From an optimization exercise on the open Yosys and OpenROAD flow, aimed at small area, a short achievable clock period and few clock cycles per item; shortcuts taken in it are not production practice.
Where RTL was checked, it was by simulation tests only, not by an equivalence proof against the original.
Only the layout flow was run in runs 6 and 7; the RTL was not checked for function there.

==> design.v <==
module sha256 (
    input  wire         clk,
    input  wire         reset,
    input  wire         start,
    input  wire [15:0]  data_in,
    output wire         ready,
    output wire [127:0] hash_out
);
    localparam [31:0] IV0 = 32'h6a09e667, IV1 = 32'hbb67ae85, IV2 = 32'h3c6ef372, IV3 = 32'ha54ff53a;
    localparam [31:0] IV4 = 32'h510e527f, IV5 = 32'h9b05688c, IV6 = 32'h1f83d9ab, IV7 = 32'h5be0cd19;
    localparam [31:0] CA = 32'hfc08884d, CE = 32'h98c7e2a2, H1 = 32'h90bb1e3c;
    localparam [2047:0] KTAB = 2048'h5be0cd19177fcb71bef9a3f7a4506ceb90befffa8cc7020884c8781478a5636f748f82ee682e6ff35b9cca4f4ed8aa4a391c0cb334b0bcb52748774c1e376c0819a4c116106aa070f40e3585d6990624d192e819c76c51a3c24b8b70a81a664ba2bfe8a192722c8581c2c92e766a0abb650a735453380d134d2c6dfc2e1b213827b70a851429296706ca6351d5a79147c6e00bf3bf597fc7b00327c8a831c66d983e515276f988da5cb0a9dc4a7484aa2de92c6f240ca1cc0fc19dc6efbe4786e49b69c1c19bf1749bdc06a780deb1fe72be5d74550c7dc3243185be12835b01d807aa98ab1c5ed5923f82a459f111f13956c25be9b5dba5b5c0fbcf71374491;
    function [31:0] knext;
        input [5:0] i;
        begin
            knext = KTAB >> {i, 5'd0};
        end
    endfunction
    function [31:0] rotr;
        input [31:0] x;
        input integer n;
        begin
            rotr = (x >> n) | (x << (32 - n));
        end
    endfunction
    function [31:0] s0;
        input [31:0] x;
        begin
            s0 = rotr(x, 7) ^ rotr(x, 18) ^ (x >> 3);
        end
    endfunction
    function [31:0] s1;
        input [31:0] x;
        begin
            s1 = rotr(x, 17) ^ rotr(x, 19) ^ (x >> 10);
        end
    endfunction
    function [31:0] S0;
        input [31:0] x;
        begin
            S0 = rotr(x, 2) ^ rotr(x, 13) ^ rotr(x, 22);
        end
    endfunction
    function [31:0] S1;
        input [31:0] x;
        begin
            S1 = rotr(x, 6) ^ rotr(x, 11) ^ rotr(x, 25);
        end
    endfunction
    function [63:0] csa;
        input [31:0] x, y, z;
        reg   [31:0] c;
        begin
            c = (x & y) | (x & z) | (y & z);
            csa = {c[30:0], 1'b0, x ^ y ^ z};
        end
    endfunction
    reg [31:0] a, b, c, d, e, f, g, h;
    reg [31:0] w [0:15];       
    reg [5:0]  t;              
    reg        busy;
    reg        z0, z1, z9, last;
    reg [31:0] kn;             
    wire [31:0] w0m = z0 ? 32'd0 : w[0];              
    wire [31:0] w1m = (z1 | last) ? 32'd0 : w[1];     
    wire [31:0] w9m = z9 ? 32'd0 : w[9];              
    wire [31:0] s1e = S1(e);
    wire [31:0] che = (e & f) | (~e & g);
    wire [31:0] s0a = S0(a);
    wire [31:0] mja = (a & b) | (a & c) | (b & c);
    wire [63:0] e1 = csa(s1e, che, d);
    wire [63:0] e2 = csa(e1[31:0], e1[63:32], h);
    wire [31:0] e_new = e2[31:0] + e2[63:32];
    wire [63:0] a1 = csa(s1e, che, h);
    wire [63:0] a2 = csa(a1[31:0], a1[63:32], s0a);
    wire [63:0] a3 = csa(a2[31:0], a2[63:32], mja);
    wire [31:0] a_new = a3[31:0] + a3[63:32];
    wire [63:0] p1 = csa(g, kn, w1m);
    wire [31:0] h_new = p1[31:0] + p1[63:32];
    wire [63:0] m1 = csa(s1(w[14]), w9m, s0(w1m));
    wire [63:0] m2 = csa(m1[31:0], m1[63:32], w0m);
    wire [31:0] w_new = m2[31:0] + m2[63:32];
    wire [31:0] w0  = {data_in, 16'h8000};
    wire [31:0] a_0 = CA + w0;
    wire [31:0] e_0 = CE + w0;
    wire go = start & ~busy;
    assign ready    = ~busy;
    assign hash_out = {e, f, g, h};
    integer i;
    always @(posedge clk or posedge reset) begin
        if (reset) begin
            busy <= 1'b0;
            e <= IV4; f <= IV5; g <= IV6; h <= IV7;
        end else if (go) begin
            busy <= 1'b1;
            e <= e_0; f <= IV4; g <= IV5; h <= H1;
        end else if (busy) begin
            e <= e_new;
            h <= h_new;
            if (last) begin
                busy <= 1'b0;
                f <= e + IV5;
                g <= f + IV6;
            end else begin
                f <= e; g <= f;
            end
        end
    end
    always @(posedge clk) begin
        kn <= busy ? knext(t + 6'd1) : knext(6'd1);
        if (go) begin
            t <= 6'd1;
            z0 <= 1'b1; z1 <= 1'b1; z9 <= 1'b1; last <= 1'b0;
            a <= a_0; b <= IV0; c <= IV1; d <= IV2;
            w[14] <= {16'h0000, data_in};    
            w[15] <= w0;                     
        end else begin
            t <= t + 6'd1;
            z0 <= (t <= 6'd13); z1 <= (t <= 6'd12); z9 <= (t <= 6'd4); last <= (t == 6'd62);
            a <= a_new; b <= a; c <= b; d <= c;
            w[14] <= w[15];
            w[15] <= w_new;
        end
        for (i = 0; i < 14; i = i + 1) w[i] <= w[i + 1];
    end
endmodule
module sha128_simple (
    input  wire         CLK,
    input  wire [15:0]  DATA_IN,
    input  wire         RESET,
    input  wire         START,
    output wire         READY,
    output wire [127:0] DATA_OUT
);
    sha256 sha256_comp (
        .clk      (CLK),
        .reset    (RESET),
        .start    (START),
        .data_in  (DATA_IN),
        .ready    (READY),
        .hash_out (DATA_OUT)
    );
endmodule
==> flow/run.sh <==
#!/bin/bash
set -euo pipefail
export SETUP_SLACK_MARGIN=${MARGIN:-8}
bash standard.sh > standard_flow.log 2>&1
==> standard.sh <==
#!/bin/bash
# synth_recipe.tcl (not shown) runs the flow's synth.tcl, then flattens the netlist and writes it again
# the make line also repeats each setting of config.mk as NAME=value (left out here)
make -C /OpenROAD-flow-scripts/flow DESIGN_CONFIG=/design/flow/config.mk WORK_HOME=/design/flow/orfs CLKGATE_MAP_FILE= SYNTH_SCRIPT=/design/flow/synth_recipe.tcl "${@:-finish}"
==> config.mk <==
export PLATFORM = sky130hd
export DESIGN_NAME = sha128_simple
export DESIGN_NICKNAME = sha128_simple
export VERILOG_FILES = /design/flow/design.v
export SDC_FILE = /design/flow/constraint.sdc
export NUM_CORES = 4
export LEC_CHECK = 0
export CAP_MARGIN = 20
export CORE_MARGIN = 2
export CORE_UTILIZATION = 40
export PLACE_DENSITY = 0.6
export SLEW_MARGIN = 20
==> constraint.sdc <==
create_clock -name core_clock -period 13.0 [get_ports {CLK}]
set_input_delay 2.6000 -clock core_clock [delete_from_list [all_inputs] [get_ports {CLK}]]
set_output_delay 2.6000 -clock core_clock [all_outputs]
set_load 0.01 [all_outputs]
==> impl_metrics.toml, run 1 <==
[outcome]
status = "finished clean"

[sta]
rsz0062_at_grt = "true"
worstMarginPinSlew_ns = 0.991
relSlewSlack_pct = 33.9
fmax_ghz = 0.203
min_period_ns = 4.93
drv_slew = 0
min_period_over_period_pct = 37.9
setup_tns_ns = 0
setup_violations = 0
hold_viol_final = 0
fin_skew_ns = 0.0492

[setup_path]
slowest_delay_ns = 0.54
end_kind = "flip-flop"
crit_chain = "xnor2_2, xnor2_2, buf_4, fa_1, inv_2, fa_1, fa_1, inv_2, ha_4, a211oi_4, o21ai_2, o221a_4, a2111oi_4, buf_6, o21ai_4, a221oi_4, o211ai_1, a21oi_1, xor2_1, o21ai_1"
slowest_stage = "fa_1"
path_common_cell = "fa_1"
cp.arrival_ns = 5.44
cp_max_fo = 3
cp-start-kind = "flip-flop"
path_class = "flip-flop to flip-flop"
crit_required_ns = 13.52

[layout]
antenna_cells = 0
utilization_pct = 46.9
syn_to_final_growth_pct = 16.3
nNetsFinal = 4747
drive_gt1_share_pct = 10.1
fillers = 9575
largest_reg_flops = 512
regMostFlops = "sha256_comp.w"

[yosys]
synth-edff-count = 0
seq_area_frac_synth_pct = 41.3
ys_seq_elements = 811
yosysUniqueCellTypes = 86
synth_nets = 4648
syn_area_sq_um = 41000
synth.most_common_cell = "dfxtp_1"
synth_top_area_share_pct = 33.3
async_reset_ff_share_pct = 15.9
synthTopCellsByArea = "dfxtp_1, fa_1, xnor2_1"
syn_area_per_cell_sq_um = 9.71
syn_inst = 4228
yosys_warnings = 2
yosys.area.top_type = "dfxtp_1"
ys.flop_type = "dfxtp_1"
synth_commonest_cells = "dfxtp_1, inv_1, nand2_1"

[routing]
drt_wl_total_um = 133000
postRouteAntennaNets = 0
dr.pass1.iters = 5
remaining_drc_errors = 0
drt_iter0_drc = 2968
avgRoutedWirePerCell_um = 23.1
drt-vias-per-instance = 5.34
vias = 30740

[die]
start_util_pct = 40.3
fp.dieW_um = 324
rows = 117
dieArea_sq_um = 105000
die_h_um = 324
ioPinCount = 148
core_sq_um = 102000

[cts]
clock_latency_ns = 0.67
numCtsBuffers = 82
hold_buffers = 0
clkSinkCount = 811
ctsHtreeMaxLevel = 3
cts_tree = "yes"
clkTransAtPathRegs_ns = 0.07
root_buffer = "clkbuf_16"
clock_path_buffers = 3

[place]
hpwl_um = 98700
port-buffer-count = 147
place_congestion = 0.977

[run]
maxCapViolations = 0

[grt]
globalRouteOverflowTotal = 0
grt_max_degree = 95
grt.total_usage_pct = 25.0
first_global_vias = 29221
antenna_found_initial = 1
grt_pass1_wl_um = 194000

[worst_hold_path]
holdCritPathClass = "flip-flop to flip-flop"
-- kinds of logic after synthesis --
family / count (synthesis) / share of synthesized area (%)
and+or+nand+nor: 1026 / 12.0
AOI/OAI and AO/OA: 829 / 12.8
DFF: 811 / 41.3
buffers and inverters: 657 / 6.10
xor gates and xnor gates: 444 / 9.49
adders and majority gates: 424 / 17.3
muxes: 37 / 0.964
-- final timing paths --
path	start	endpoint	slack [ns]	depth (start not counted)
worst max-delay path	sha256_comp.e[8]	sha256_comp.a[30]	8.07	20
worst min-delay path	sha256_comp.w[3][22]	sha256_comp.w[2][22]	0.31	0
worst max register to register	sha256_comp.e[8]	sha256_comp.a[30]	8.07	20
min in group asynchronous	RESET	sha256_comp.h[1]	2.37	2
max in group asynchronous	RESET	sha256_comp.busy	8.68	4
worst min register to register	sha256_comp.w[3][22]	sha256_comp.w[2][22]	0.31	0
-- cell type report --
| type | count | area, sq um | area share [%] |
|---|---|---|---|
| sequential | 811 | 17000 | 35.7 |
| clock inverter | 31 | 551 | 1.15 |
| inverter | 445 | 1680 | 3.51 |
| multi-input combinational | 2761 | 22300 | 46.7 |
| tap | 1368 | 1710 | 3.59 |
| timing repair buffer | 226 | 2130 | 4.47 |
| clock buffer | 118 | 2360 | 4.94 |
-- through the flow --
| step | instance area [sq um] | setup WS (ns) | hold slack [ns] | instances |
|---|---|---|---|---|
| 3_5_place_dp | 43700 | 7.34 | 0.312 | 5561 |
| 5_1_grt | 47700 | 7.90 | 0.322 | 5760 |
| 6_report | 47700 | 8.07 | 0.305 | 5760 |
| 4_1_cts | 47100 | 7.96 | 0.305 | 5735 |
| 2_1_floorplan | 41100 | 8.02 | 0.310 | 4228 |
| 3_3_place_gp | 43700 | 7.40 | 0.310 | 5561 |
-- timing repair --
action,CTS,global route
setup buffers,25,22
gates resized for setup,60,91
endpoints found under the hold margin,0,0
setup endpoints to repair,26,32
cloned,0,3
pin swaps,20,46
-- critical path: cells and delay by family (launching register included) --
family                     cells  cell delay [ns]
xor gates and xnor gates       3             0.62
DFF                            1             0.43
adders and majority gates      4             1.59
buffers and inverters          4             0.49
AOI/OAI and AO/OA              9             1.64
-- metal layers --
layer / part of all wire [%] / global-route usage, % / up-vias
li1: - / - / 14085
met1: 44 / 35.7 / 15196
met2: 45 / 38.7 / 1234
met3: 8.0 / 3.87 / 225
met4: 3.4 / 8.14 / 0
met5: 0 / 0 / -
-- cell usage in the layout (no fill, tap or decap), types with 15 or more instances in the layout --
cell type,instances
fa_1,245
o31ai_1,18
xnor2_2,19
nand3_1,76
nand2_1,324
a211oi_1,41
a31oi_1,21
clkbuf_1,19
dfrtp_2,15
clkdlybuf4s50_1,146
and2_1,84
o21ai_1,75
a21o_1,45
dfrtp_1,50
xnor2_1,287
inv_1,435
o211ai_1,39
nor2b_1,45
mux2i_1,24
ha_1,146
clkbuf_16,84
dfxtp_2,21
maj3_1,23
nor2_1,208
nor3_1,78
o21bai_1,16
clkbuf_8,17
dfstp_2,61
o21a_1,24
and3_1,20
o21ai_0,151
a21oi_1,233
nand2b_1,120
dfxtp_1,660
buf_4,72
xor2_1,134
Testbench counts, summed over its fixed seeds: cycles 16,384, hashes 256.
==> inputs of run 2 (changes only) <==
==> flow/run.sh (replaced) <==
#!/bin/bash
set -euo pipefail
export SETUP_SLACK_MARGIN=${MARGIN:-9.5}
bash standard.sh > standard_flow.log 2>&1
==> run 2 against run 1 <==
Against the previous run:
- count of clock-buffer cells in the layout shrank 9
- die area did not move
- worst hold slack got worse by 0.0097 ns
- synthesized cell count did not move
- routed wire length is 11% higher
- flip-flop and latch count is the same
- synthesized area did not move
- utilization rose by 6.2 points
==> impl_metrics.toml, run 2 <==
[outcome]
status = "finished clean"

[sta]
setup_tns_ns = 0
hold_viol_final = 0
min_period_over_period_pct = 37.9
holdWs_ns = 0.296
setup_violations = 0
setup_ws_ns = 8.07
min_period_ns = 4.93
rsz0062_at_grt = "true"
fmax_ghz = 0.203
relSlewSlack_pct = 33.8
drv_slew = 0
fin_skew_ns = 0.0490
worstMarginPinSlew_ns = 0.985

[yosys]
synth_top_area_share_pct = 33.3
yosys_warnings = 2
synthTopCellsByArea = "dfxtp_1, fa_1, xnor2_1"
syn_area_sq_um = 41000
ys_seq_elements = 811
ys.flop_type = "dfxtp_1"
synth_commonest_cells = "dfxtp_1, inv_1, nand2_1"
seq_area_frac_synth_pct = 41.3
synth.most_common_cell = "dfxtp_1"
async_reset_ff_share_pct = 15.9
synth-edff-count = 0
yosysUniqueCellTypes = 86
syn_inst = 4228
synth_nets = 4648
yosys.area.top_type = "dfxtp_1"
syn_area_per_cell_sq_um = 9.71

[routing]
wl_met1_um = 62400
vias = 33189
postRouteAntennaNets = 0
dr_wl_met2_um = 65400
drt-vias-per-instance = 5.41
top_layer_used = "met5"
wl_met3_um = 14200
avgRoutedWirePerCell_um = 24.1
drt_iter0_drc = 3233
remaining_drc_errors = 0
drt_wl_total_um = 148000
dr.pass1.iters = 7

[layout]
nNetsFinal = 5122
final_common_cell = "dfxtp_1"
layout_common_cells = "dfxtp_1, inv_1, nand2_1"
utilization_pct = 53.1
largest_reg_flops = 512
final_cells = 6139
fillers = 8943
regMostFlops = "sha256_comp.w"
drive_gt1_share_pct = 27.6
syn_to_final_growth_pct = 31.5

[die]
die_h_um = 324
fp.dieW_um = 324
dieArea_sq_um = 105000
start_util_pct = 40.3
ioPinCount = 148
rows = 117
core_sq_um = 102000

[setup_path]
path_class = "flip-flop to flip-flop"
crit_family = "adder cells"
r2r_slack_ns = 8.07
end_kind = "flip-flop"
path_common_cell = "fa_1"
timing.critical_path.buf_inv = 4
cp.arrival_ns = 5.50
crit_required_ns = 13.57
cp-start-kind = "flip-flop"
slowest_delay_ns = 0.48
crit_chain = "buf_4, xnor2_1, xnor2_2, fa_1, inv_1, fa_1, fa_1, inv_1, ha_1, a21o_1, o221a_4, a2111oi_4, buf_6, o21ai_4, a221oi_4, o211ai_1, a21oi_1, xor2_1, o21ai_1"
slowest_stage = "fa_1"
cp_max_fo = 5

[grt]
grt_max_degree = 98
grt.total_usage_pct = 27.4
antenna_found_initial = 3
first_global_vias = 31060
grt_pass1_wl_um = 209000
globalRouteOverflowTotal = 0

[cts]
clock_latency_ns = 0.69
clkSinkCount = 811
ctsHtreeMaxLevel = 3
clock_path_buffers = 3
clkTransAtPathRegs_ns = 0.07
hold_buffers = 0
numCtsBuffers = 82
root_buffer = "clkbuf_16"
cts_tree = "yes"

[place]
port-buffer-count = 147
dpl.cell_count = 5562
dp_slack_ns = 7.42
hpwl_um = 99600
place_congestion = 0.966

[run]
maxCapViolations = 0

[worst_hold_path]
holdCritPathClass = "flip-flop to flip-flop"
-- run 2: kinds of logic after synthesis --
| family | count (synthesis) | synth area share [%] |
|---|---|---|
| simple gates | 1026 | 12.0 |
| compound gates | 829 | 12.8 |
| flops | 811 | 41.3 |
| buf+inv | 657 | 6.10 |
| xor+xnor | 444 | 9.49 |
| fa+ha+maj | 424 | 17.3 |
| mux | 37 | 0.964 |
-- run 2: final timing paths --
| check | startpoint | to | cells past startpoint |
|---|---|---|---|
| setup / recovery | sha256_comp.e[13] | sha256_comp.a[30] | 19 |
| hold / removal | sha256_comp.w[6][1] | sha256_comp.w[5][1] | 0 |
| setup reg to reg | sha256_comp.e[13] | sha256_comp.a[30] | 19 |
| hold reg to reg | sha256_comp.w[6][1] | sha256_comp.w[5][1] | 0 |
| max in group asynchronous | RESET | sha256_comp.f[31] | 4 |
| min in group asynchronous | RESET | sha256_comp.g[6] | 3 |
-- run 2: layout make-up --
| type | count | area (sq um) | area share, % |
|---|---|---|---|
| multi-input combinational | 2761 | 24300 | 45.1 |
| sequential | 811 | 17200 | 31.9 |
| antenna | 3 | 7.51 | 0.0139 |
| timing repair buffer | 601 | 6100 | 11.3 |
| tap | 1368 | 1710 | 3.17 |
| inverter | 445 | 1690 | 3.14 |
| clock inverter | 41 | 619 | 1.15 |
| clock buffer | 109 | 2300 | 4.27 |
-- run 2: per-layer routing --
layer	up-vias	global-route usage (%)
li1	14853	-
met1	16530	38.1
met2	1517	42.2
met3	287	5.83
met4	2	9.71
met5	-	0
-- run 2: timing repair --
| item | in CTS | in global routing |
|---|---|---|
| endpoints found under the setup margin | 475 | 355 |
| endpoints found under the hold margin | 0 | 0 |
| gates resized for setup | 1150 | 288 |
| setup buffers | 311 | 103 |
| gates cloned | 7 | 3 |
| pin swaps | 194 | 121 |
-- run 2: metrics by stage --
step	cell area [sq um]
final	54000
after floorplan	41700
after CTS	52000
after global routing	54000
after detailed placement	44200
after global placement	44200
==> inputs of run 3 (changes only) <==
==> flow/run.sh (replaced) <==
#!/bin/bash
set -euo pipefail
export SYNTH_ARGS=-noabc
export SETUP_SLACK_MARGIN=${MARGIN:-9.5}
bash standard.sh > standard_flow.log 2>&1
==> run 3 against run 2 <==
Against the previous run:
- still clean
- die area down 3.6%
- design area decreased by 1.6%
- global-route usage increased by 0.33 points
- utilization rose by 1.0 points
- clock skew rose by 0.0090 ns
- sequential share of layout area up 0.51 points
- critical path type unchanged
==> impl_metrics.toml, run 3 <==
[outcome]
status = "finished clean"

[sta]
setup_violations = 0
rsz0062_at_grt = "true"
min_period_over_period_pct = 38.6
fmax_ghz = 0.199
drv_slew = 0
setup_tns_ns = 0
fin_skew_ns = 0.0580
worstMarginPinSlew_ns = 0.974
setup_ws_ns = 7.98
hold_viol_final = 0
min_period_ns = 5.02
relSlewSlack_pct = 34.6

[grt]
antenna_found_initial = 7
grt_max_degree = 88
grt_pass1_wl_um = 208000
first_global_vias = 30528
globalRouteOverflowTotal = 0
grt.total_usage_pct = 27.8

[worst_hold_path]
min_path_cells = 0
holdCritPathClass = "flip-flop to flip-flop"
hp-start = "sha256_comp.w[12][27]"
holdPathEnd = "sha256_comp.w[11][27]"

[layout]
drive_gt1_share_pct = 33.2
syn_to_final_growth_pct = 34.3
final_common_cell = "dfxtp_1"
layout_common_cells = "dfxtp_1, buf_4, buf_6"
fillers = 8412
utilization_pct = 54.1
layout.area.seq_sq_um = 17200
multiInputGateArea_sq_um = 24700
regMostFlops = "sha256_comp.w"
largest_reg_flops = 512
finalInstanceArea_sq_um = 53100
nNetsFinal = 4745

[yosys]
synthTopCellsByArea = "dfxtp_1, fa_1, xnor2_1"
yosys.area.top_type = "dfxtp_1"
async_reset_ff_share_pct = 15.9
syn_area_per_cell_sq_um = 10.3
yosysUniqueCellTypes = 94
synth_top_area_share_pct = 34.5
synth_commonest_cells = "dfxtp_1, xnor2_1, nand2_1"
syn_inst = 3823
syn_area_sq_um = 39500
seq_area_frac_synth_pct = 42.9
ys_seq_elements = 811
ys.flop_type = "dfxtp_1"
synth.most_common_cell = "dfxtp_1"
synth-edff-count = 0
yosys_warnings = 2
synth_nets = 4224

[cts]
cts_tree = "yes"
clkSinkCount = 811
root_buffer = "clkbuf_16"
clkTransAtPathRegs_ns = 0.06
ctsHtreeMaxLevel = 3
numCtsBuffers = 83
clock_path_buffers = 3
clock_latency_ns = 0.71

[die]
ioPinCount = 148
rows = 115
dieArea_sq_um = 101000
fp.dieW_um = 318
start_util_pct = 40.3
die_h_um = 318
core_sq_um = 98100

[setup_path]
cp_max_fo = 7
cp-start-kind = "flip-flop"
rr_worst_depth = 13
r2r_slack_ns = 7.98
end_kind = "flip-flop"
timing.rr.end = "sha256_comp.a[30]"
crit_required_ns = 13.54
cp.arrival_ns = 5.56
r2r-start = "sha256_comp.e[2]"
path_class = "flip-flop to flip-flop"

[routing]
drt_iter0_drc = 3345
drt-vias-per-instance = 5.58
drt_wl_total_um = 145000
dr.pass1.iters = 8
vias = 31790
remaining_drc_errors = 0
avgRoutedWirePerCell_um = 25.5
postRouteAntennaNets = 0

[place]
place_congestion = 0.960
dpl_cell_area_sq_um = 43200
hpwl_um = 96200
port-buffer-count = 147
dp_slack_ns = 7.53

[run]
maxCapViolations = 0
## run 3: cell count changes in the layout (fill, tap and decap cells not counted), sizes merged, moves of 33 or more
cell,before,now
nor2b,46,140
buf,571,633
or2,9,64
and2,85,38
nand2b,120,19
inv,449,58
mux2,0,33
## run 3: how the worst max path moves through the flow
stage,end,start
after floorplan,sha256_comp.a[30],sha256_comp.e[2]
after global placement,sha256_comp.a[31],DATA_IN[3]
after detailed placement,sha256_comp.a[31],DATA_IN[3]
after CTS,sha256_comp.a[29],sha256_comp.e[2]
after global routing,sha256_comp.a[30],sha256_comp.e[2]
final,sha256_comp.a[30],sha256_comp.e[2]
## run 3: repair_timing
item                                    4_1_cts  5_1_grt
setup buffers                               357      126
pin swaps                                   186      185
endpoints found under the setup margin      461      404
cloned                                        7        1
gates resized for setup                    1096      255
hold buffers                                  0        0
## run 3: logic make-up (layout without fill, tap and decap cells)
group,count (synthesis),in the layout,share of synthesized area (%)
xor gates and xnor gates,438,438,9.70
DFF,811,811,42.9
buffers and inverters,284,869,2.80
other,0,1,0
AOI/OAI and AO/OA,834,834,13.6
muxes,41,41,1.14
adders and majority gates,414,414,17.6
and+or+nand+nor,1001,1004,12.3
## run 3: area by class of cell
class	count	area share (%)
repair inverters	2	0.0613
repair buffers	657	12.1
clock inverters	33	1.05
well taps	1287	3.03
inverters	58	0.471
diodes	1	0.00471
clock buffers	119	4.49
flip-flops and latches	811	32.4
multi-input cells	2731	46.5
## run 3: worst max-delay path, stage by stage (launching register included)
cell,delay (ns)
dfstp_2,0.66
xnor2_1,0.13
xnor2_1,0.28
fa_1,0.52
fa_1,0.50
fa_1,0.58
ha_4,0.23
or4_4,0.56
nand4_1,0.22
o21a_1,0.25
o21ai_2,0.09
a2111o_1,0.47
a2111oi_4,0.30
nor3b_1,0.08
## run 3: routing by layer
layer	wire (um)	part of all wire (%)	track usage [%]
met1	62600	43	39.2
met2	64500	44	42.4
met5	50	0.034	0
met3	12700	8.7	5.32
met4	5340	3.7	9.68
## run 3: metrics by stage
stage,hold WS [ns],cells
2_1_floorplan,0.310,3823
3_3_place_gp,0.310,5055
3_5_place_dp,0.312,5055
4_1_cts,0.267,5571
5_1_grt,0.286,5698
6_report,0.275,5699
==> inputs of run 4 (changes only) <==
==> run.sh (new file) <==
#!/bin/bash
# synth_recipe.tcl (not shown) runs the flow's synth.tcl, then flattens the netlist and writes it again
# the make line also repeats each setting of config.mk as NAME=value (left out here)
make -C /OpenROAD-flow-scripts/flow DESIGN_CONFIG=/design/flow/config.mk WORK_HOME=/design/flow/orfs CLKGATE_MAP_FILE= SYNTH_SCRIPT=/design/flow/synth_recipe.tcl finish
removed: flow/run.sh
removed: standard.sh
==> run 4 against run 3 <==
Against the previous run:
- still clean
- non-clock buffer count decreased by 482
- worst hold slack improved by 0.046 ns
- critical path type unchanged
==> impl_metrics.toml, run 4 <==
[setup_path]
slowest_stage = "dfrtp_1"
end_kind = "flip-flop"
cp_max_fo = 11
crit_required_ns = 13.52
path_common_cell = "fa_1"
crit_chain = "xnor2_1, xnor2_1, fa_1, inv_1, fa_1, fa_1, inv_1, ha_1, a211oi_1, o21ai_1, o221a_2, a2111oi_4, o21ai_2, a221oi_2, o211ai_1, a21oi_1, xor2_1, o21ai_1"
cp-start-kind = "flip-flop"
slowest_delay_ns = 0.64
cp.arrival_ns = 6.28
path_class = "flip-flop to flip-flop"

[routing]
postRouteAntennaNets = 0
remaining_drc_errors = 0
drt_wl_total_um = 130000
avgRoutedWirePerCell_um = 22.7
vias = 30289
drt_iter0_drc = 3204
dr.pass1.iters = 5
drt-vias-per-instance = 5.30

[yosys]
synth_top_area_share_pct = 33.3
syn_area_per_cell_sq_um = 9.71
async_reset_ff_share_pct = 15.9
yosys.area.top_type = "dfxtp_1"
yosysUniqueCellTypes = 86
synth_commonest_cells = "dfxtp_1, inv_1, nand2_1"
seq_area_frac_synth_pct = 41.3
synthTopCellsByArea = "dfxtp_1, fa_1, xnor2_1"
yosys_warnings = 2
synth.most_common_cell = "dfxtp_1"
synth_nets = 4648
syn_inst = 4228
ys.flop_type = "dfxtp_1"
syn_area_sq_um = 41000
synth-edff-count = 0
ys_seq_elements = 811

[die]
die_h_um = 324
ioPinCount = 148
fp.dieW_um = 324
rows = 117
start_util_pct = 40.3
dieArea_sq_um = 105000
core_sq_um = 102000

[layout]
layout_common_cells = "dfxtp_1, inv_1, nand2_1"
nNetsFinal = 4696
regMostFlops = "sha256_comp.w"
drive_gt1_share_pct = 6.60
finalInstanceArea_sq_um = 46600
syn_to_final_growth_pct = 13.6
largest_reg_flops = 512
multiInputGateArea_sq_um = 21700
utilization_pct = 45.8
layout.area.seq_sq_um = 17000
final_common_cell = "dfxtp_1"
fillers = 9728

[sta]
fmax_ghz = 0.174
setup_tns_ns = 0
hold_viol_final = 0
min_period_over_period_pct = 44.3
setup_violations = 0
relSlewSlack_pct = 23.8
min_period_ns = 5.76
fin_skew_ns = 0.0447
rsz0062_at_grt = "false"
setup_ws_ns = 7.24
worstMarginPinSlew_ns = 1.14
drv_slew = 0

[place]
hpwl_um = 98200
port-buffer-count = 147
dpl_cell_area_sq_um = 43700
dp_slack_ns = 7.28
place_congestion = 0.964

[worst_hold_path]
holdCritPathClass = "flip-flop to flip-flop"

[grt]
globalRouteOverflowTotal = 0
grt_pass1_wl_um = 191000
grt_max_degree = 85
first_global_vias = 28927
grt.total_usage_pct = 24.6
antenna_found_initial = 7

[cts]
cts_setup_buffers = 0
root_buffer = "clkbuf_16"
cts_tree = "yes"
clock_path_buffers = 3
cts_resized = 0
numCtsBuffers = 83
clkTransAtPathRegs_ns = 0.07
clock_latency_ns = 0.67
hold_buffers = 0
clkSinkCount = 811
ctsHtreeMaxLevel = 3

[outcome]
status = "finished clean"

[run]
maxCapViolations = 0
-- run 4: per-layer routing --
metal,wire length [um],up-vias,part of all wire (%),global-route usage (%)
li1,-,13945,-,-
met1,57400,14910,44,34.5
met2,57600,1196,44,38.4
met3,10800,234,8.3,4.88
met4,4230,4,3.3,7.41
met5,27,-,0.021,0
-- run 4: cell type report --
type / count / area share (%)
diodes: 2 / 0.0107
clock buffers: 111 / 4.98
clock inverters: 44 / 1.30
inverters: 445 / 3.60
multi-input cells: 2760 / 46.5
flip-flops and latches: 811 / 36.4
well taps: 1368 / 3.67
repair buffers: 175 / 3.60
-- run 4: stage by stage --
step | hold slack (ns) | instances
global placement | 0.310 | 5559
finish | 0.321 | 5716
CTS | 0.311 | 5714
detailed placement | 0.312 | 5559
floorplan | 0.310 | 4228
global route | 0.317 | 5715
-- run 4: worst max-delay path, delay by kind of cell, from the launching register on --
kind | cells | cell delay [ns]
compound gates | 9 | 2.32
fa+ha+maj | 4 | 1.77
xor+xnor | 3 | 0.76
flops | 1 | 0.64
buf+inv | 2 | 0.13
-- run 4: logic make-up (layout without fill, tap and decap cells) --
family                     after synthesis  after routing  share of synthesized area, %
and+or+nand+nor                       1026           1026                          12.0
xor gates and xnor gates               444            444                          9.49
buffers and inverters                  657            775                          6.10
other                                    0              2                             0
adders and majority gates              424            424                          17.3
DFF                                    811            811                          41.3
muxes                                   37             37                         0.964
AOI/OAI and AO/OA                      829            829                          12.8
-- run 4: worst paths after layout --
path | cells after the start | end | startpoint | slack (ns)
hold reg to reg | 0 | sha256_comp.w[1][12] | sha256_comp.w[2][12] | 0.32
setup reg to reg | 18 | sha256_comp.a[30] | sha256_comp.e[8] | 7.24
hold / removal | 0 | sha256_comp.w[1][12] | sha256_comp.w[2][12] | 0.32
setup / recovery | 18 | sha256_comp.a[30] | sha256_comp.e[8] | 7.24
min in group asynchronous | 2 | sha256_comp.g[2] | RESET | 2.44
max in group asynchronous | 3 | sha256_comp.busy | RESET | 9.18
==> inputs of run 5 (changes only) <==
--- a/config.mk
+++ b/config.mk
@@ -8,5 +8,5 @@
 export CAP_MARGIN = 20
 export CORE_MARGIN = 2
-export CORE_UTILIZATION = 40
-export PLACE_DENSITY = 0.6
+export CORE_UTILIZATION = 65
+export PLACE_DENSITY = 0.8
 export SLEW_MARGIN = 20
==> run 5 against run 4 <==
Against the previous run:
- die area is 38% lower
- final cell count shrank 9.3%
- still clean
- utilization rose by 27 points
- flip-flop and latch count did not move
- register-to-register slack is essentially flat
- worst hold slack got worse by 0.012 ns
- non-clock buffer count increased by 1
- critical path depth up 2
- sequential share of layout area up 0.56 points
==> impl_metrics.toml, run 5 <==
[outcome]
status = "finished clean"

[yosys]
syn_area_sq_um = 41000
seq_area_frac_synth_pct = 41.3
synthTopCellsByArea = "dfxtp_1, fa_1, xnor2_1"
synth_commonest_cells = "dfxtp_1, inv_1, nand2_1"
yosys.area.top_type = "dfxtp_1"
syn_inst = 4228
synth.most_common_cell = "dfxtp_1"
synth-edff-count = 0
synth_top_area_share_pct = 33.3
ys.flop_type = "dfxtp_1"
synth_nets = 4648
yosysUniqueCellTypes = 86
async_reset_ff_share_pct = 15.9
yosys_warnings = 2
ys_seq_elements = 811
syn_area_per_cell_sq_um = 9.71

[cts]
clock_latency_ns = 0.66
ctsHtreeMaxLevel = 3
root_buffer = "clkbuf_16"
cts_tree = "yes"
clock_path_buffers = 3
numCtsBuffers = 80
clkSinkCount = 811
hold_buffers = 0
clkTransAtPathRegs_ns = 0.06
cts_resized = 0
cts_setup_buffers = 0

[worst_hold_path]
holdPathEnd = "sha256_comp.w[4][27]"
hp-start = "sha256_comp.w[5][27]"
min_path_cells = 0
holdCritPathClass = "flip-flop to flip-flop"

[setup_path]
cp.arrival_ns = 6.25
crit_required_ns = 13.50
r2r_slack_ns = 7.24
timing.rr.end = "sha256_comp.a[31]"
cp_max_fo = 7
end_kind = "flip-flop"
cp-start-kind = "flip-flop"
r2r-start = "sha256_comp.e[1]"
path_class = "flip-flop to flip-flop"
rr_worst_depth = 20

[place]
port-buffer-count = 147
place_congestion = 1.01
dpl.cell_count = 5038
hpwl_um = 92400

[layout]
syn_to_final_growth_pct = 11.9
final_common_cell = "dfxtp_1"
nNetsFinal = 4694
layout.area.seq_sq_um = 17000
largest_reg_flops = 512
multiInputGateArea_sq_um = 21700
antenna_cells = 0
layout_common_cells = "dfxtp_1, inv_1, nand2_1"
regMostFlops = "sha256_comp.w"
drive_gt1_share_pct = 6.47
fillers = 4493
final_cells = 5186

[routing]
vias = 31370
remaining_drc_errors = 0
drt_wl_total_um = 127000
postRouteAntennaNets = 0
drt-vias-per-instance = 6.05
avgRoutedWirePerCell_um = 24.5
dr.pass1.iters = 9
drt_iter0_drc = 3630

[die]
die_h_um = 255
dieArea_sq_um = 65200
core_sq_um = 62700
fp.dieW_um = 255
start_util_pct = 65.4
ioPinCount = 148
rows = 92

[sta]
drv_slew = 0
relSlewSlack_pct = 21.6
fmax_ghz = 0.174
setup_violations = 0
worstMarginPinSlew_ns = 1.17
min_period_over_period_pct = 44.3
min_period_ns = 5.76
hold_viol_final = 0
rsz0062_at_grt = "false"
fin_skew_ns = 0.0331
setup_tns_ns = 0

[grt]
met3_usage_pct = 9.75
grt_use_met1_pct = 54.2
grt_max_degree = 106
grt_pass1_wl_um = 190000
first_global_vias = 30299
grt.busiest_layer = "met2"
grt.total_usage_pct = 39.6
globalRouteOverflowTotal = 0
antenna_found_initial = 4
use_met2_pct = 59.5

[run]
maxCapViolations = 0
[run 5: changes by cell type in the layout (fill, tap and decap cells not counted), sizes merged]
cell | before | now
buf | 29 | 30
clkinv | 23 | 24
bufinv | 8 | 11
clkbuf | 111 | 109
clkinvlp | 9 | 3
inv | 449 | 446
diode | 2 | 0
[run 5: metrics by stage]
| stage | worst slack [ns] | util, % | hold slack (ns) | cell area [sq um] |
|---|---|---|---|---|
| finish | 7.24 | 73.2 | 0.309 | 45900 |
| global route | 7.00 | 73.2 | 0.308 | 45900 |
| CTS | 7.36 | 73.2 | 0.307 | 45900 |
| detailed placement | 7.38 | 68.6 | 0.312 | 43000 |
| global placement | 7.37 | 68.6 | 0.310 | 43000 |
| floorplan | 7.06 | - | 0.310 | 41000 |
[run 5: critical path, stage by stage, from the launching register on]
cell	delay, ns
dfstp_2	0.64
mux2i_1	0.45
inv_1	0.12
fa_1	0.51
inv_1	0.05
fa_1	0.49
fa_1	0.40
inv_1	0.07
ha_1	0.18
inv_1	0.07
fa_1	0.43
nor2b_1	0.19
o211ai_1	0.13
a21oi_1	0.25
o2111ai_1	0.37
a21oi_1	0.38
nor2_1	0.07
a21oi_1	0.33
a221oi_1	0.18
xnor2_1	0.20
o21ai_1	0.07
[run 5: how the worst max path moves through the flow]
| stage | start | to | slack (ns) | cells past startpoint |
|---|---|---|---|---|
| 2_1_floorplan | RESET | sha256_comp.busy | 7.06 | 1 |
| 3_3_place_gp | sha256_comp.e[2] | sha256_comp.a[30] | 7.37 | 18 |
| 3_5_place_dp | sha256_comp.e[2] | sha256_comp.a[30] | 7.38 | 18 |
| 4_1_cts | sha256_comp.e[2] | sha256_comp.a[30] | 7.36 | 18 |
| 5_1_grt | sha256_comp.e[1] | sha256_comp.a[31] | 7.00 | 20 |
| 6_report | sha256_comp.e[1] | sha256_comp.a[31] | 7.24 | 20 |
[run 5: final cells by class]
cell class / instances / share of cell area [%]
multi-input cells: 2760 / 47.2
flip-flops and latches: 811 / 36.9
inverters: 445 / 3.65
clock inverters: 39 / 1.38
well taps: 846 / 2.30
repair buffers: 176 / 3.67
clock buffers: 109 / 4.90
[run 5: cells by family after synthesis]
kind of cell,count (synthesis),share of synthesized area (%)
AOI/OAI and AO/OA,829,12.8
xor gates and xnor gates,444,9.49
adders and majority gates,424,17.3
buffers and inverters,657,6.10
DFF,811,41.3
muxes,37,0.964
and+or+nand+nor,1026,12.0
[run 5: routing by layer]
layer	vias to the layer above	share of wire, %
met3	408	12
met5	-	0.021
met2	1851	43
met4	4	5.1
met1	15141	40
li1	13966	-
==> inputs of run 6 (changes only) <==
--- a/design.v
+++ b/design.v
@@ -10,9 +10,11 @@
     localparam [31:0] IV4 = 32'h510e527f, IV5 = 32'h9b05688c, IV6 = 32'h1f83d9ab, IV7 = 32'h5be0cd19;
     localparam [31:0] CA = 32'hfc08884d, CE = 32'h98c7e2a2, H1 = 32'h90bb1e3c;
-    localparam [2047:0] KTAB = 2048'h5be0cd19177fcb71bef9a3f7a4506ceb90befffa8cc7020884c8781478a5636f748f82ee682e6ff35b9cca4f4ed8aa4a391c0cb334b0bcb52748774c1e376c0819a4c116106aa070f40e3585d6990624d192e819c76c51a3c24b8b70a81a664ba2bfe8a192722c8581c2c92e766a0abb650a735453380d134d2c6dfc2e1b213827b70a851429296706ca6351d5a79147c6e00bf3bf597fc7b00327c8a831c66d983e515276f988da5cb0a9dc4a7484aa2de92c6f240ca1cc0fc19dc6efbe4786e49b69c1c19bf1749bdc06a780deb1fe72be5d74550c7dc3243185be12835b01d807aa98ab1c5ed5923f82a459f111f13956c25be9b5dba5b5c0fbcf71374491;
+    localparam [2047:0] KB = 2048'h3e003fe01f81f0e681f03e1e1871cc9531ce2199874d8a4fe9adf85456e02dbba579810305bb20dc7697341bfc6f8602e03316d5ac532960c02a8c2e940b645fafb498a0b86bf916f61246702c5a301ae945c4d6d9f90a35783d19c585f1fa7d6afa779f64cdfc604de9a48290953ced4cc16bf9b281d9a965811281d74ac3b5e8b4caa0117652aedb638daa2581cd4f3b5769cb662cd4820a06240814825d56da7d0af6cc6a8dc6984f3146071b2e416df21318af0121eee942a62f7ea7df1638cc24d28e77b6f779f2430a7feedc5a79cc56b349187a34ea4cca1f28e05ad99db30933037c128a23a6b06ad52f7a6639f885345cdb360af16c2dd4fd08a55f;
     function [31:0] knext;
         input [5:0] i;
+        integer b;
         begin
-            knext = KTAB >> {i, 5'd0};
+            for (b = 0; b < 32; b = b + 1)
+                knext[b] = KB[64 * b + i];
         end
     endfunction
@@ -61,5 +63,4 @@
     reg        busy;
     reg        z0, z1, z9, last;
-    reg [31:0] kn;             
     wire [31:0] w0m = z0 ? 32'd0 : w[0];              
     wire [31:0] w1m = (z1 | last) ? 32'd0 : w[1];     
@@ -69,12 +70,11 @@
     wire [31:0] s0a = S0(a);
     wire [31:0] mja = (a & b) | (a & c) | (b & c);
-    wire [63:0] e1 = csa(s1e, che, d);
-    wire [63:0] e2 = csa(e1[31:0], e1[63:32], h);
-    wire [31:0] e_new = e2[31:0] + e2[63:32];
-    wire [63:0] a1 = csa(s1e, che, h);
-    wire [63:0] a2 = csa(a1[31:0], a1[63:32], s0a);
-    wire [63:0] a3 = csa(a2[31:0], a2[63:32], mja);
-    wire [31:0] a_new = a3[31:0] + a3[63:32];
-    wire [63:0] p1 = csa(g, kn, w1m);
+    wire [63:0] t1 = csa(s1e, che, h);
+    wire [63:0] e1 = csa(t1[31:0], t1[63:32], d);
+    wire [31:0] e_new = e1[31:0] + e1[63:32];
+    wire [63:0] a1 = csa(t1[31:0], t1[63:32], s0a);
+    wire [63:0] a2 = csa(a1[31:0], a1[63:32], mja);
+    wire [31:0] a_new = a2[31:0] + a2[63:32];
+    wire [63:0] p1 = csa(g, knext(t), w1m);
     wire [31:0] h_new = p1[31:0] + p1[63:32];
     wire [63:0] m1 = csa(s1(w[14]), w9m, s0(w1m));
@@ -108,5 +108,4 @@
     end
     always @(posedge clk) begin
-        kn <= busy ? knext(t + 6'd1) : knext(6'd1);
         if (go) begin
             t <= 6'd1;
==> flow/run.sh (new file) <==
#!/bin/bash
set -euo pipefail
export ADDER_MAP_FILE=
export SETUP_SLACK_MARGIN=${MARGIN:-8.3}
bash standard.sh > standard_flow.log 2>&1
==> standard.sh (new file) <==
#!/bin/bash
# synth_recipe.tcl (not shown) runs the flow's synth.tcl, then flattens the netlist and writes it again
# the make line also repeats each setting of config.mk as NAME=value (left out here)
make -C /OpenROAD-flow-scripts/flow DESIGN_CONFIG=/design/flow/config.mk WORK_HOME=/design/flow/orfs CLKGATE_MAP_FILE= SYNTH_SCRIPT=/design/flow/synth_recipe.tcl "${@:-finish}"
--- a/config.mk
+++ b/config.mk
@@ -8,5 +8,5 @@
 export CAP_MARGIN = 20
 export CORE_MARGIN = 2
-export CORE_UTILIZATION = 65
-export PLACE_DENSITY = 0.8
+export CORE_UTILIZATION = 40
+export PLACE_DENSITY = 0.6
 export SLEW_MARGIN = 20
removed: run.sh
==> run 6 against run 5 <==
Against the previous run:
- clock skew decreased by 0.0054 ns
- final cell count increased by 22%
- critical path depth down 5
- still clean on timing, DRC and antenna
- register-to-register slack improved by 0.91 ns
- highest routed layer unchanged
- non-clock buffer count is 225 higher
- via count is 13% higher
==> impl_metrics.toml, run 6 <==
[outcome]
status = "finished clean"

[cts]
clkSinkCount = 779
clkTransAtPathRegs_ns = 0.07
cts_tree = "yes"
ctsHtreeMaxLevel = 3
numCtsBuffers = 85
clock_path_buffers = 3
clock_latency_ns = 0.68
root_buffer = "clkbuf_16"

[routing]
dr.pass1.iters = 5
postRouteAntennaNets = 0
drt-vias-per-instance = 5.58
drt_wl_total_um = 158000
vias = 35316
remaining_drc_errors = 0
avgRoutedWirePerCell_um = 25.0
drt_iter0_drc = 4025

[sta]
rsz0062_at_grt = "true"
relSlewSlack_pct = 28.2
drv_slew = 0
setup_tns_ns = 0
min_period_ns = 4.85
min_period_over_period_pct = 37.3
holdWs_ns = 0.318
setup_violations = 0
worstMarginPinSlew_ns = 1.08
hold_viol_final = 0
fmax_ghz = 0.206
fin_skew_ns = 0.0276

[place]
port-buffer-count = 147
place_congestion = 0.920
hpwl_um = 110000

[yosys]
synthMuxAreaShare_pct = 1.51
yosys.area_share.adder_pct = 5.55
synth_nets = 4629
yosys_warnings = 2
yosysUniqueCellTypes = 102
synth_top_family_by_area = "XOR/XNOR gates"
async_reset_ff_share_pct = 16.6
synth-simple-area-share_pct = 15.8
synth.most_common_cell = "dfxtp_1"
synth-compound-area-share_pct = 13.3
synth_commonest_cells = "dfxtp_1, nand2_1, xnor2_1"
synth_top_area_share_pct = 30.4
synthXorXnorAreaFrac_pct = 22.2
syn_inst = 4610
synthTopCellsByArea = "dfxtp_1, xnor2_1, maj3_1"
ys.flop_type = "dfxtp_1"
seq_area_frac_synth_pct = 38.1
syn_area_sq_um = 42800
ys_seq_elements = 779
synth-edff-count = 0
yosys.area.top_type = "dfxtp_1"
syn_area_per_cell_sq_um = 9.29

[die]
dieArea_sq_um = 110000
start_util_pct = 40.2
die_h_um = 331
core_sq_um = 107000
fp.dieW_um = 331
ioPinCount = 148
rows = 120

[grt]
grt.busiest_layer = "met2"
use_met2_pct = 40.5
met3_usage_pct = 5.55
grt_pass1_wl_um = 224000
globalRouteOverflowTotal = 0
grt_use_met1_pct = 39.5
first_global_vias = 32662
antenna_found_initial = 7
grt_max_degree = 86
grt.total_usage_pct = 27.5

[layout]
fillers = 9873
layout_common_cells = "dfxtp_1, nand2_1, xnor2_1"
largest_reg_flops = 512
final_common_cell = "dfxtp_1"
antenna_cells = 0
nNetsFinal = 4874
drive_gt1_share_pct = 18.6
syn_to_final_growth_pct = 21.4
regMostFlops = "sha256_comp.w"

[setup_path]
end_kind = "flip-flop"
cp.arrival_ns = 5.38
cp-start-kind = "flip-flop"
cp_max_fo = 6
crit_required_ns = 13.53
path_class = "flip-flop to flip-flop"

[run]
maxCapViolations = 0

[worst_hold_path]
holdCritPathClass = "flip-flop to flip-flop"
run 6: cell types whose count changed in the layout (fill, tap and decap cells not counted), sizes merged, moves of 34 or more:
| cell | before | now |
|---|---|---|
| inv | 446 | 126 |
| nand2 | 326 | 471 |
| fa | 247 | 0 |
| or2 | 9 | 50 |
| maj3 | 23 | 236 |
| xor2 | 136 | 223 |
| xnor3 | 0 | 108 |
| and2 | 85 | 119 |
| ha | 154 | 0 |
| nor2 | 215 | 320 |
| xnor2 | 308 | 461 |
| buf | 30 | 244 |
| xor3 | 0 | 43 |
| o21ai | 233 | 276 |
run 6: worst paths after layout:
check                                      from                    to  slack (ns)  cells past startpoint
min in group asynchronous                 RESET      sha256_comp.g[6]        2.41                      2
max                           sha256_comp.e[12]     sha256_comp.a[29]        8.15                     15
max in group asynchronous                 RESET     sha256_comp.e[31]        8.85                      4
max reg2reg                   sha256_comp.e[12]     sha256_comp.a[29]        8.15                     15
min reg2reg                sha256_comp.w[13][6]  sha256_comp.w[12][6]        0.32                      0
min                        sha256_comp.w[13][6]  sha256_comp.w[12][6]        0.32                      0
run 6: cell type report:
type / instances / area, sq um / share of cell area, %
multi-input cells: 3462 / 26400 / 50.9
flip-flops and latches: 779 / 16500 / 31.7
repair buffers: 401 / 3950 / 7.59
clock buffers: 121 / 2440 / 4.70
well taps: 1403 / 1760 / 3.38
inverters: 126 / 489 / 0.941
clock inverters: 33 / 453 / 0.871
run 6: kinds of logic (layout without fill, tap and decap cells):
kind of cell	Yosys count	count (layout)
xor gates and xnor gates	835	835
muxes	62	62
and+or+nand+nor	1409	1409
adders and majority gates	236	236
buffers and inverters	369	681
AOI/OAI and AO/OA	920	920
DFF	779	779
run 6: what timing repair did:
action,CTS,global route
pin swaps,83,68
setup buffers,123,70
resized for setup,268,194
cloned,4,7
endpoints found under the hold margin,0,0
hold buffers,0,0
setup endpoints to repair,101,65
run 6: critical path: stages, from the launching register on:
cell and delay [ns]:
dfstp_4 0.72, buf_4 0.18, xor3_1 0.48, maj3_1 0.48, maj3_1 0.49, maj3_1 0.44, xor2_1 0.39, and2_1 0.21
nand2_1 0.07, inv_1 0.10, nand2_1 0.11, o32ai_2 0.38, a21oi_2 0.11, maj3_2 0.31, xnor2_1 0.15, o21ai_1 0.07
run 6: through the flow:
step / instances / setup slack (ns) / cell area [sq um] / util (%)
2_1_floorplan: 4610 / 8.30 / 42900 / -
3_3_place_gp: 5966 / 6.94 / 45400 / 42.6
3_5_place_dp: 5966 / 6.89 / 45400 / 42.6
4_1_cts: 6247 / 8.17 / 50400 / 47.3
5_1_grt: 6325 / 8.04 / 52000 / 48.8
6_report: 6325 / 8.15 / 52000 / 48.8
run 6: per-layer routing:
layer  vias to the layer above  wire length, um
li1                      16176                -
met1                     17133            71000
met2                      1660            66000
met3                       345            14500
met4                         2             6940
met5                         -               11
==> inputs of run 7 (changes only) <==
--- a/design.v
+++ b/design.v
@@ -58,4 +58,20 @@
         end
     endfunction
+    function [31:0] add32;
+        input [31:0] x, y;
+        reg   [31:0] g, p;
+        integer i, l;
+        begin
+            g = x & y;
+            p = x ^ y;
+            for (l = 0; l < 5; l = l + 1)
+                for (i = 0; i < 32; i = i + 1)
+                    if (i[l]) begin
+                        g[i] = g[i] | (p[i] & g[((i >> l) << l) - 1]);
+                        p[i] = p[i] & p[((i >> l) << l) - 1];
+                    end
+            add32 = x ^ y ^ {g[30:0], 1'b0};
+        end
+    endfunction
     reg [31:0] a, b, c, d, e, f, g, h;
     reg [31:0] w [0:15];       
@@ -72,8 +88,8 @@
     wire [63:0] t1 = csa(s1e, che, h);
     wire [63:0] e1 = csa(t1[31:0], t1[63:32], d);
-    wire [31:0] e_new = e1[31:0] + e1[63:32];
+    wire [31:0] e_new = add32(e1[31:0], e1[63:32]);
     wire [63:0] a1 = csa(t1[31:0], t1[63:32], s0a);
     wire [63:0] a2 = csa(a1[31:0], a1[63:32], mja);
-    wire [31:0] a_new = a2[31:0] + a2[63:32];
+    wire [31:0] a_new = add32(a2[31:0], a2[63:32]);
     wire [63:0] p1 = csa(g, knext(t), w1m);
     wire [31:0] h_new = p1[31:0] + p1[63:32];
==> flow/run.sh (replaced) <==
#!/bin/bash
set -euo pipefail
export SYNTH_ARGS=-noabc
export SETUP_SLACK_MARGIN=${MARGIN:-8}
bash standard.sh > standard_flow.log 2>&1
==> run 7 against run 6 <==
Against the previous run:
- worst setup slack lost 0.24 ns
- synthesized cell count shrank 23%
- fmax shrank 4.6%
- synthesized area shrank 14%
- critical path depth grew 1
- die area shrank 14%
- global-route usage shrank 1.3 points
- still clean on timing, DRC and antenna
- sequential share of layout area grew 5.2 points
- via count shrank 22%
==> impl_metrics.toml, run 7 <==
[place]
dpl.cell_count = 4707
hpwl_um = 90200
port-buffer-count = 147
dpl_cell_area_sq_um = 39300
place_congestion = 0.934

[setup_path]
cp.arrival_ns = 5.61
cp_max_fo = 3
path_class = "flip-flop to flip-flop"
slowest_stage = "fa_2"
slowest_delay_ns = 0.64
end_kind = "flip-flop"
path_common_cell = "fa_2"
crit_chain = "mux2_2, fa_2, fa_2, fa_2, ha_1, a21o_1, a21o_1, a31oi_4, o211a_1, o21bai_4, a32o_2, a41o_1, o41a_1, a21oi_2, xnor2_1, o21ai_1"
crit_required_ns = 13.53
cp-start-kind = "flip-flop"

[sta]
min_period_ns = 5.08
drv_slew = 0
fmax_ghz = 0.197
relSlewSlack_pct = 38.2
hold_viol_final = 0
setup_violations = 0
min_period_over_period_pct = 39.1
setup_tns_ns = 0
fin_skew_ns = 0.0331
worstMarginPinSlew_ns = 0.926
rsz0062_at_grt = "true"

[yosys]
syn_area_per_cell_sq_um = 10.4
synth.most_common_cell = "dfxtp_1"
yosys.area.top_type = "dfxtp_1"
seq_area_frac_synth_pct = 44.2
ys_seq_elements = 779
syn_inst = 3555
yosys_warnings = 2
synthTopCellsByArea = "dfxtp_1, fa_1, xnor2_1"
synth_nets = 3931
yosysUniqueCellTypes = 84
synth-edff-count = 0
syn_area_sq_um = 36900
synth_commonest_cells = "dfxtp_1, xnor2_1, nand2_1"
synth_top_area_share_pct = 35.3
ys.flop_type = "dfxtp_1"
async_reset_ff_share_pct = 16.6

[grt]
grt_max_degree = 187
grt.total_usage_pct = 26.2
antenna_found_initial = 4
grt_pass1_wl_um = 181000
first_global_vias = 25981
globalRouteOverflowTotal = 0

[routing]
drt-vias-per-instance = 5.52
dr.pass1.iters = 8
avgRoutedWirePerCell_um = 25.5
drt_iter0_drc = 2689
remaining_drc_errors = 0
vias = 27529
postRouteAntennaNets = 0
drt_wl_total_um = 127000

[layout]
nNetsFinal = 4113
final_cells = 4989
finalInstanceArea_sq_um = 44500
drive_gt1_share_pct = 17.9
largest_reg_flops = 512
utilization_pct = 48.7
layout_common_cells = "dfxtp_1, xnor2_1, nand2_1"
final_common_cell = "dfxtp_1"
regMostFlops = "sha256_comp.w"
fillers = 8339
syn_to_final_growth_pct = 20.8

[worst_hold_path]
holdCritPathClass = "flip-flop to flip-flop"

[die]
die_h_um = 308
core_sq_um = 91500
dieArea_sq_um = 94700
ioPinCount = 148
rows = 111
start_util_pct = 40.3
fp.dieW_um = 308

[cts]
clock_latency_ns = 0.67
root_buffer = "clkbuf_16"
clkSinkCount = 779
numCtsBuffers = 82
cts_tree = "yes"
clkTransAtPathRegs_ns = 0.07
clock_path_buffers = 3
ctsHtreeMaxLevel = 3

[outcome]
status = "finished clean"

[run]
maxCapViolations = 0
-- run 7: layer usage --
layer	global-route usage (%)	share of wire, %	up-vias
met3	5.28	9.1	273
met2	37.9	42	1296
met4	8.96	3.7	2
met5	0	0.0094	-
met1	38.7	45	13607
li1	-	-	12351
-- run 7: metrics by stage --
step                setup WS (ns)  hold slack, ns
global route                 7.81           0.312
floorplan                    8.04           0.310
global placement             6.72           0.309
CTS                          7.99           0.305
detailed placement           6.70           0.312
finish                       7.92           0.307
-- run 7: cell type report --
type                            count  area [sq um]  area share [%]
Antenna cell                        1          2.50         0.00562
Timing Repair Buffer              315          3130            7.03
Tap cell                         1186          1480            3.33
Sequential cell                   779         16400            36.8
Clock buffer                      114          2390            5.38
Multi-Input combinational cell   2517         20400            45.9
Clock inverter                     35           507            1.14
Inverter                           42           174           0.390
-- run 7: cell families (layout without fill, tap and decap cells) --
kind of cell	Yosys count	in the layout	synth area share, %
buffers and inverters	261	506	2.74
DFF	779	779	44.2
other	0	1	0
xor gates and xnor gates	440	440	10.4
AOI/OAI and AO/OA	719	719	11.9
muxes	39	39	1.17
adders and majority gates	389	389	17.5
and+or+nand+nor	928	930	12.0
-- run 7: final timing paths --
kind	depth (start not counted)	from	slack, ns	end
max	16	sha256_comp.e[1]	7.92	sha256_comp.a[31]
min	0	sha256_comp.w[2][30]	0.31	sha256_comp.w[1][30]
max reg2reg	16	sha256_comp.e[1]	7.92	sha256_comp.a[31]
min reg2reg	0	sha256_comp.w[2][30]	0.31	sha256_comp.w[1][30]
max in group asynchronous	4	RESET	8.88	sha256_comp.e[26]
min in group asynchronous	3	RESET	2.56	sha256_comp.f[1]
-- run 7: worst max-delay path: cells and delay by family, from the launching register on --
family	cells	cell delay, ns
multiplexers	1	0.37
XOR/XNOR	1	0.14
AO/OA/AOI/OAI	10	2.03
adder cells (fa/ha/maj)	4	1.83
flip-flops	1	0.56
-- run 7: what timing repair did --
item                                   CTS  global route
cloned                                   2             8
buffers inserted                        66            56
setup endpoints to repair               56            42
pin swaps                               44            96
endpoints found under the hold margin    0             0
gates resized for setup                136           159
hold buffers                             0             0

afterwards: timing with drivers on the ports:
No port has a modelled driver above. Below, the same layouts with a new extraction and two added sets of constraints.
Step 1 assumes that a clkbuf_16 drives the clock port and a buf_2 every other input.
Step 2 adds t to the input delays and takes it off the output delays; t is the mean of the earliest and latest rising clock arrival at the registers after step 1. Input paths then give back, and output paths get back, about the clock's delay inside the block.
Three values: ideal ports, drivers, drivers and shift; two values: the first two.
| run | t, ns | setup slack, ns | latest minus earliest clock arrival (ns) | worst register clock-pin slew, ns | worst slew at a driven data input, ns |
|---|---|---|---|---|---|
| run 1 | 0.720 | 8.075 / 8.075 / 7.665 | 0.050 / 0.049 | 0.08 / 0.08 | 0.03 |
| run 2 | 0.738 | 8.070 / 8.070 / 7.867 | 0.049 / 0.050 | 0.07 / 0.07 | 0.04 |
| run 3 | 0.744 | 7.978 / 7.978 / 7.668 | 0.062 / 0.062 | 0.07 / 0.07 | 0.08 |
| run 4 | 0.709 | 7.240 / 7.240 / 7.240 | 0.053 / 0.053 | 0.07 / 0.07 | 0.04 |
| run 5 | 0.720 | 7.242 / 7.242 / 7.242 | 0.035 / 0.035 | 0.07 / 0.07 | 0.04 |
| run 6 | 0.739 | 8.154 / 8.154 / 7.595 | 0.033 / 0.032 | 0.07 / 0.07 | 0.05 |
| run 7 | 0.718 | 7.918 / 7.918 / 7.832 | 0.035 / 0.035 | 0.07 / 0.07 | 0.07 |
After both steps every run listed still meets setup and hold. The setup slack of run 6, which loses most, moves by 0.000 ns with the drivers and by -0.559 ns with both steps.
